This is an optimization exercise on Yosys and OpenROAD, whose aim is small area, not a production implementation.
Only simulation tests tie the RTL to the original design; equivalence was not proved.
No activity file was given, so power comes from the tool's default toggle rates.

==> flow/design.v (excerpt) <==
module rx_chain(
    input wire clk, reset,
    input wire signed [17:0] sig_in,  
    input wire [3:0] delay_chain1, delay_chain2, delay_chain3,
    output wire signed [17:0] decision_variable,  
    output wire signed [17:0] test_point3a, test_point3b
);
reg [3:0] clk_phase;
always @ (posedge clk or posedge reset)
    if(reset)
        clk_phase <= 4'd0;
    else
        clk_phase <= clk_phase + 4'd1;
RF_Channel_RX rx(
    .sys_clk(clk),
    .clk_phase(clk_phase),
    .sig_in(sig_in),
    .delay_chain1(delay_chain1),
    .delay_chain2(delay_chain2),
    .delay_chain3(delay_chain3),
    .decision_variable(decision_variable),
    .test_point3a(test_point3a),
    .test_point3b(test_point3b)
);
endmodule
For scale: ~86 I/O pins, ~77000 sq um of cells after synthesis.
make LEC_CHECK=0 CAP_MARGIN=20 CORE_MARGIN=2 CORE_UTILIZATION=60 CTS_BUF_LIST=sky130_fd_sc_hd__clkbuf_8 CTS_CLUSTER_DIAMETER=60 CTS_CLUSTER_SIZE=20 SLEW_MARGIN=20 SYNTH_HIERARCHICAL=1 SYNTH_MINIMUM_KEEP_SIZE=0 finish   # period 17.0 ns
run.sh (not shown) runs the stock make flow with config.mk's settings and CLKGATE_MAP_FILE= SYNTH_SCRIPT=/design/flow/synth_recipe.tcl, a recipe that flattens the netlist after the stock synthesis.
The baseline produced a clean layout.
Next try:
- CORE_UTILIZATION: 60 -> 70
The new run completed without violations.
Global-route usage grows by 4.9 points.
Final area goes down slightly.
Cell count drops by a few percent.
First-iteration DRC count is higher by roughly a tenth.
Setup slack is better by 0.14 ns.
Next try:
==> flow/flow/run.sh (new file) <==
#!/bin/bash
# The standard layout (the standard.sh, its synthesis unchanged) with two
# changes to how it is built: the port buffers use the smallest buffer cell, and
# the clock tree is built without dummy loads (clkbuf_4 and clkbuf_8 buffers, clusters of at
# most 20 sinks within 60 um). make's output goes to standard.log; ORFS keeps
# each step's own log under orfs/logs.
set -euo pipefail
bash standard.sh finish \
  "BUFFER_PORTS_ARGS=-buffer_cell sky130_fd_sc_hd__buf_1" \
  "CTS_ARGS=-sink_clustering_enable -repair_clock_nets -dont_use_dummy_load -buf_list {sky130_fd_sc_hd__clkbuf_4 sky130_fd_sc_hd__clkbuf_8} -sink_clustering_size 20 -sink_clustering_max_diameter 60" \
  > standard.log 2>&1
==> flow/standard.sh (new file) <==
#!/bin/bash
# synth_recipe.tcl (not shown) runs the flow's synth.tcl, then flattens the netlist and writes it again
# the make line also repeats each setting of config.mk as NAME=value (left out here)
make -C /OpenROAD-flow-scripts/flow DESIGN_CONFIG=/design/flow/config.mk WORK_HOME=/design/flow/orfs CLKGATE_MAP_FILE= SYNTH_SCRIPT=/design/flow/synth_recipe.tcl "${@:-finish}"
- CORE_UTILIZATION: 70 -> 60
removed: flow/run.sh
The new run completed without violations.
First-iteration DRC count drops by 14%.
Clock power drops by 8.4%.
Via count drops by 1.6%.
Clock-buffer cell count drops by 4.
Setup slack got worse by 0.027 ns.
Combinational power drops by about 1%.
Routed wire length climbs by 0.64%.
Next try:
==> flow/run.sh (new file) <==
#!/bin/bash
# synth_recipe.tcl (not shown) runs the flow's synth.tcl, then flattens the netlist and writes it again
# the make line also repeats each setting of config.mk as NAME=value (left out here)
make -C /OpenROAD-flow-scripts/flow DESIGN_CONFIG=/design/flow/config.mk WORK_HOME=/design/flow/orfs CLKGATE_MAP_FILE= SYNTH_SCRIPT=/design/flow/synth_recipe.tcl finish
- CORE_UTILIZATION: 60 -> 45
- CTS_CLUSTER_DIAMETER: 60 -> 50
- CTS_CLUSTER_SIZE: 20 -> 22
removed: flow/flow/run.sh
removed: flow/standard.sh
What happened: Synthesized area does not change; sequential power hardly moves; total power went up by 6.1%; cell area went up by 3.1%; cell count went up by 10%; via count went up by 0.51%; setup slack improved by 0.063 ns; global-route usage went down by 6.4 points; count of clock-buffer cells in the layout went up by 17; die area went up by 33%; worst hold slack improved by 0.024 ns.

Starting RTL as in the previous note.
==> flow/config.mk <==
export PLATFORM = sky130hd
export DESIGN_NAME = rx_chain
export DESIGN_NICKNAME = rx_chain
export VERILOG_FILES = /design/flow/design.v
export SDC_FILE = /design/flow/constraint.sdc
export NUM_CORES = 4
export LEC_CHECK = 0
export CAP_MARGIN = 20
export CORE_MARGIN = 2
export CORE_UTILIZATION = 60
export CTS_BUF_LIST = sky130_fd_sc_hd__clkbuf_8
export CTS_CLUSTER_DIAMETER = 60
export CTS_CLUSTER_SIZE = 20
export SLEW_MARGIN = 20
export SYNTH_HIERARCHICAL = 1
export SYNTH_MINIMUM_KEEP_SIZE = 0
==> flow/constraint.sdc <==
create_clock -name core_clock -period 17.0 [get_ports {clk}]
set_input_delay 3.4000 -clock core_clock [delete_from_list [all_inputs] [get_ports {clk}]]
set_output_delay 3.4000 -clock core_clock [all_outputs]
set_load 0.01 [all_outputs]
standard.sh (not shown) runs the stock make flow with config.mk's settings and CLKGATE_MAP_FILE= SYNTH_SCRIPT=/design/flow/synth_recipe.tcl, a recipe that flattens the netlist after the stock synthesis.
==> flow/flow/run.sh <==
#!/bin/bash
# The standard layout (the standard.sh, its synthesis unchanged) with two
# changes to how it is built: the port buffers use the smallest buffer cell, and
# the clock tree is built without dummy loads (clkbuf_8 buffers, clusters of at
# most 20 sinks within 60 um). make's output goes to standard.log; ORFS keeps
# each step's own log under orfs/logs.
set -euo pipefail
bash standard.sh finish \
  "BUFFER_PORTS_ARGS=-buffer_cell sky130_fd_sc_hd__buf_1" \
  "CTS_ARGS=-sink_clustering_enable -repair_clock_nets -dont_use_dummy_load -buf_list sky130_fd_sc_hd__clkbuf_8 -sink_clustering_size 20 -sink_clustering_max_diameter 60" \
  > standard.log 2>&1
The baseline produced a clean layout.
Change:
CORE_UTILIZATION = 45   (was 60)
What happened:
- The new run passed the timing, design-rule and antenna checks
- cell area rises by 0.99%
- clock skew went up by 0.0079 ns
- fmax is higher by about 0.7%
- global-route usage falls by 6.2 points
- power climbs by about 2%
- count of clock-buffer cells in the layout grows by 2
- setup slack gains 0.078 ns
Change:
==> flow/flow/run.sh (replaced) <==
#!/bin/bash
# The standard layout (the standard.sh, its synthesis unchanged) with two
# changes to how it is built: the port buffers use the smallest buffer cell, and
# the clock tree is built without dummy loads (clkbuf_16 buffers, clusters of at
# most 30 sinks within 50 um). make's output goes to standard.log; ORFS keeps
# each step's own log under orfs/logs.
set -euo pipefail
bash standard.sh finish \
  "BUFFER_PORTS_ARGS=-buffer_cell sky130_fd_sc_hd__buf_1" \
  "CTS_ARGS=-sink_clustering_enable -repair_clock_nets -dont_use_dummy_load -buf_list sky130_fd_sc_hd__clkbuf_16 -sink_clustering_size 30 -sink_clustering_max_diameter 50" \
  > standard.log 2>&1
Sequential power stays flat. Core utilization rises by 0.94 points. Maximum frequency drops by 0.44%. Via count hardly moves. Clock power went up by 37%. Cell area climbs by 1.9%. Total power went up by 5.3%. First-iteration DRC count is higher by 1.5%. Critical path depth is unchanged.

==> afterwards: timing with drivers on the ports <==
No port has a modelled driver above. Below, the same layouts with a new extraction and two added sets of constraints.
Step 1 (the two cells are an assumption about what drives the block):
set clk [get_ports {clk}]
set_driving_cell -lib_cell sky130_fd_sc_hd__clkbuf_16 $clk
set_driving_cell -lib_cell sky130_fd_sc_hd__buf_2 [delete_from_list [all_inputs] $clk]
Step 2, shift: input delay + t, output delay - t, t = (earliest + latest rising clock arrival at the registers) / 2. This alone moves slack from input paths to output paths.
Slacks: no drivers / after step 1 / after step 2; pairs: no drivers / after step 1.
run | t (ns) | setup WS [ns] | pins driven straight from the clock port
the first run of note 1 | 0.938 | 5.589 / 5.589 / 5.589 | 1
the second run of note 1 | 0.926 | 5.726 / 5.726 / 5.726 | 1
the third run of note 1 | 0.893 | 5.699 / 5.699 / 5.699 | 1
the fourth run of note 1 | 0.966 | 5.761 / 5.761 / 5.761 | 1
the first run of note 2 | 0.893 | 5.699 / 5.699 / 5.699 | 1
the second run of note 2 | 0.946 | 5.776 / 5.776 / 5.776 | 1
the third run of note 2 | 0.830 | 5.726 / 5.726 / 5.726 | 1
After both steps setup and hold are still met in every run listed.
